Background: an optimization exercise with open tools, aiming at small area and a short achievable clock period. Do not read the settings as production practice. Only simulation tests tie the RTL to the original design; equivalence was not proved. No activity file was given, so power comes from the tool's default toggle rates.

== lane 1 ==
## fp16_arith
module fp16_arith(
input clk,
input [15:0] numi1,
input [15:0] numi2,
output [15:0] sum,
output [1:0] iszero,
output [1:0] isinf,
output isnan,
output [15:0] prod
    );
    wire sz_r;
    fp16_adder u_add(
        .numi1(numi1),
        .numi2(numi2),
        .clk(clk),
        .sz_r(sz_r),
        .ans(sum),
        .iszero(iszero),
        .isinf(isinf),
        .isnan(isnan)
    );
    fp16_simple_multiplier u_mul(
        .numi1(numi1),
        .numi2(numi2),
        .clk(clk),
        .ans(prod),
        .sz_r(sz_r)
    );
endmodule
For scale: ~840 cells after synthesis, roughly 70 I/O pins.
==> flow/config.mk <==
export PLATFORM = sky130hd
export DESIGN_NAME = fp16_arith
export DESIGN_NICKNAME = fp16_arith
export VERILOG_FILES = /design/flow/design.v
export SDC_FILE = /design/flow/constraint.sdc
export NUM_CORES = 4
export LEC_CHECK = 0
export CAP_MARGIN = 20
export CORE_MARGIN = 2
export CORE_UTILIZATION = 50
export SLEW_MARGIN = 20
export SYNTH_HIERARCHICAL = 1
==> flow/constraint.sdc <==
create_clock -name core_clock -period 17.0 [get_ports {clk}]
set_input_delay 3.4000 -clock core_clock [delete_from_list [all_inputs] [get_ports {clk}]]
set_output_delay 3.4000 -clock core_clock [all_outputs]
set_load 0.01 [all_outputs]
standard.sh (not shown) runs the stock make flow with config.mk's settings and CLKGATE_MAP_FILE= SYNTH_SCRIPT=/design/flow/synth_recipe.tcl, a recipe that flattens the netlist after the stock synthesis.
==> flow/flow/run.sh <==
#!/bin/bash
# Own layout flow: the standard ORFS flow, with plain buf_1 cells as the
# port buffers (buffer_ports would otherwise pick clkdlybuf4s50_1, a slow
# delay cell). Every input and output port still gets its own buffer.
set -euo pipefail
export BUFFER_PORTS_ARGS="-buffer_cell sky130_fd_sc_hd__buf_1"
if [[ -f flow/env.sh ]]; then source flow/env.sh; fi
bash standard.sh > standard.log 2>&1
==> flow/flow/env.sh <==
export SETUP_SLACK_MARGIN=9.5
Input-level comparison between lane 2 and lane 1:
==> flow/flow/env.sh <==
export SETUP_SLACK_MARGIN=9.7
diff --git a/flow/config.mk b/flow/config.mk
--- a/flow/config.mk
+++ b/flow/config.mk
@@ -10 +10 @@
-export CORE_UTILIZATION = 50
+export CORE_UTILIZATION = 60
Compared with lane 1, in lane 2 global-route wire length before repair ~0 delta, global-route met2 utilization shows an increase of 7.4 points, layout filler cell count dropped 333, via total after detailed routing up 1.7%.

* * *

== build 79 ==
fp16_arith, a different RTL version from the one above (not shown whole).
Size: roughly 40 flip-flops, about 70 I/O pins, about 8200 sq um of cells after synthesis.
clock: 17.0 ns
lec_check: 0
cap_margin: 20
core_margin: 2
core_utilization: 40
slew_margin: 20
run.sh (not shown) runs the stock make flow with config.mk's settings and CLKGATE_MAP_FILE= SYNTH_SCRIPT=/design/flow/synth_recipe.tcl, a recipe that flattens the netlist after the stock synthesis.
Stock flow here: none of the scripts above is used.
[inputs] build 94 vs build 79
--- a/flow/config.mk
+++ b/flow/config.mk
@@ -11 +11,2 @@
 export SLEW_MARGIN = 20
+export SYNTH_HIERARCHICAL = 1
[summary]
- [build 94 vs build 79] wire length per cell after detailed routing: lower in build 94
- The post-synth design cell area number comes out lower for build 94 vs build 79.
- In terms of relative area change from synthesis to final layout, build 79 and build 94 differ only marginally.
- Build 94: final core utilization is 0.17 points higher than what build 79 reported.
- Build 79 vs build 94, layer with the highest usage: met1 vs met2
- Looking at via count of the first global-routing pass, build 94 sits about 1.1% below build 79.
- Build 94 ended up with a lower clock tree cell share of total cell area than build 79 did.
- Of the two values seen for leading cell type in the layout, fill and taps excluded, sky130_fd_sc_hd__inv_1 was produced by build 79 and sky130_fd_sc_hd__and2_1 by build 94.
- Re part of the power in the clock network: build 94 and build 79 aren't equal, and the higher value belongs to build 79.
- Build 94 vs. build 79: wire length of the first global-routing pass down 2.4 mm; cell count down 8.8%; power of the sequential group up about 3%; post-route worst setup slack down 0.51 ns.
The following lists how build 92 was set up differently from build 94:
==> flow/flow/run.sh (new file) <==
#!/bin/bash
# Own layout flow: the standard ORFS flow, with plain buf_1 cells as the
# port buffers (buffer_ports would otherwise pick clkdlybuf4s50_1, a slow
# delay cell). Every input and output port still gets its own buffer.
set -euo pipefail
export BUFFER_PORTS_ARGS="-buffer_cell sky130_fd_sc_hd__buf_1"
if [[ -f flow/env.sh ]]; then source flow/env.sh; fi
bash standard.sh > standard.log 2>&1
==> flow/flow/env.sh (new file) <==
# extra flow variables: repair setup timing towards a tighter target
export SETUP_SLACK_MARGIN=9
==> flow/standard.sh (new file) <==
#!/bin/bash
# synth_recipe.tcl (not shown) runs the flow's synth.tcl, then flattens the netlist and writes it again
# the make line also repeats each setting of config.mk as NAME=value (left out here)
make -C /OpenROAD-flow-scripts/flow DESIGN_CONFIG=/design/flow/config.mk WORK_HOME=/design/flow/orfs CLKGATE_MAP_FILE= SYNTH_SCRIPT=/design/flow/synth_recipe.tcl "${@:-finish}"
--- a/flow/config.mk
+++ b/flow/config.mk
@@ -9,4 +9,3 @@
 export CORE_MARGIN = 2
-export CORE_UTILIZATION = 40
+export CORE_UTILIZATION = 60
 export SLEW_MARGIN = 20
-export SYNTH_HIERARCHICAL = 1
removed: flow/run.sh
Notes after the runs:
- For build 94, the end point of the critical path was u_add.c_r$_DFF_P_, unlike build 92, where it was u_mul.hi_r[10]$_DFF_P_.
- Side by side, post-layout minimum cycle time turned out lower in build 92 than in build 94.
- Changes observed in build 92 relative to build 94: cell count saw an increase, global-route wire length before repair lost 0.58%.
- A leading cell type in the layout, fill and taps excluded of sky130_fd_sc_hd__inv_1 is what build 92 shows, while sky130_fd_sc_hd__and2_1 belongs to build 94.
- Build 94 has a higher combinational power than build 92.
Relative to build 92, the following input files were edited for build 8:
--- a/flow/config.mk
+++ b/flow/config.mk
@@ -9,3 +9,3 @@
 export CORE_MARGIN = 2
-export CORE_UTILIZATION = 60
+export CORE_UTILIZATION = 40
 export SLEW_MARGIN = 20
removed: flow/flow/env.sh
Results
- Comparing build 8 and build 92, share of the clock period used by the worst path after layout is lower on build 92.
- Build 92 has a lower number of standard cells in the final layout excluding fillers than build 8.
- Switching share of total power in build 8 is 0.63 points higher than in build 92
- Number of nets in the layout was higher in the run labelled build 92.
- The wire length in build 92 is 0.943 times that in build 8.
- Build 8 vs build 92, maximum frequency went down by 5.3%.
- Between build 8 and build 92, the difference in sequential share of layout area is negligible.
- Compared with build 92, build 8 shows a higher width of the chip.
- Build 8 has completed all stages; timing, DRC and antenna checks passed.
- Both conditions hold for build 92: the flow ran to the end and the final layout passed the timing, design-rule and antenna checks.
- Going from build 92 to build 8, setup slack shrinks by 0.44 ns.
- Comparing build 8 and build 92, the lower global-route wire length before repair is on build 92.

==> what the ideal ports hide <==
How much do the figures lean on ideal ports? The routed layouts below were timed once more, with nothing changed but the port constraints.
Step 1 sets driving cells, clkbuf_16 on the clock port and buf_2 on the other inputs (assumed; they add their load-dependent delay and slew).
Step 2 moves the port delays by t, midway between the first and last clock arrival at a register: inputs arrive t later, outputs are due t later. That takes back most of the time a late clock gives input paths.
Three values: ideal ports, drivers, drivers and shift; two values: the first two.
| run | t (ns) | setup WS [ns] | worst register clock-pin slew, ns | worst data-port slew with drivers (ns) | cell pins on the clock port's net |
|---|---|---|---|---|---|
| lane 1 | 0.312 | 9.594 / 9.583 / 9.270 | 0.06 / 0.06 | 0.06 | 1 |
| lane 2 | 0.331 | 9.625 / 9.584 / 9.253 | 0.06 / 0.06 | 0.12 | 1 |
| build 79 | 0.314 | 8.406 / 8.416 / 8.102 | 0.06 / 0.06 | 0.05 | 1 |
| build 94 | 0.334 | 7.901 / 7.922 / 7.588 | 0.06 / 0.06 | 0.05 | 1 |
| build 92 | 0.316 | 9.210 / 9.217 / 8.901 | 0.06 / 0.06 | 0.06 | 1 |
| build 8 | 0.315 | 8.775 / 8.782 / 8.468 | 0.06 / 0.06 | 0.05 | 1 |
After both steps every run listed still meets setup and hold. The setup slack of lane 2, which loses most, moves by -0.041 ns with the drivers and by -0.372 ns with both steps.
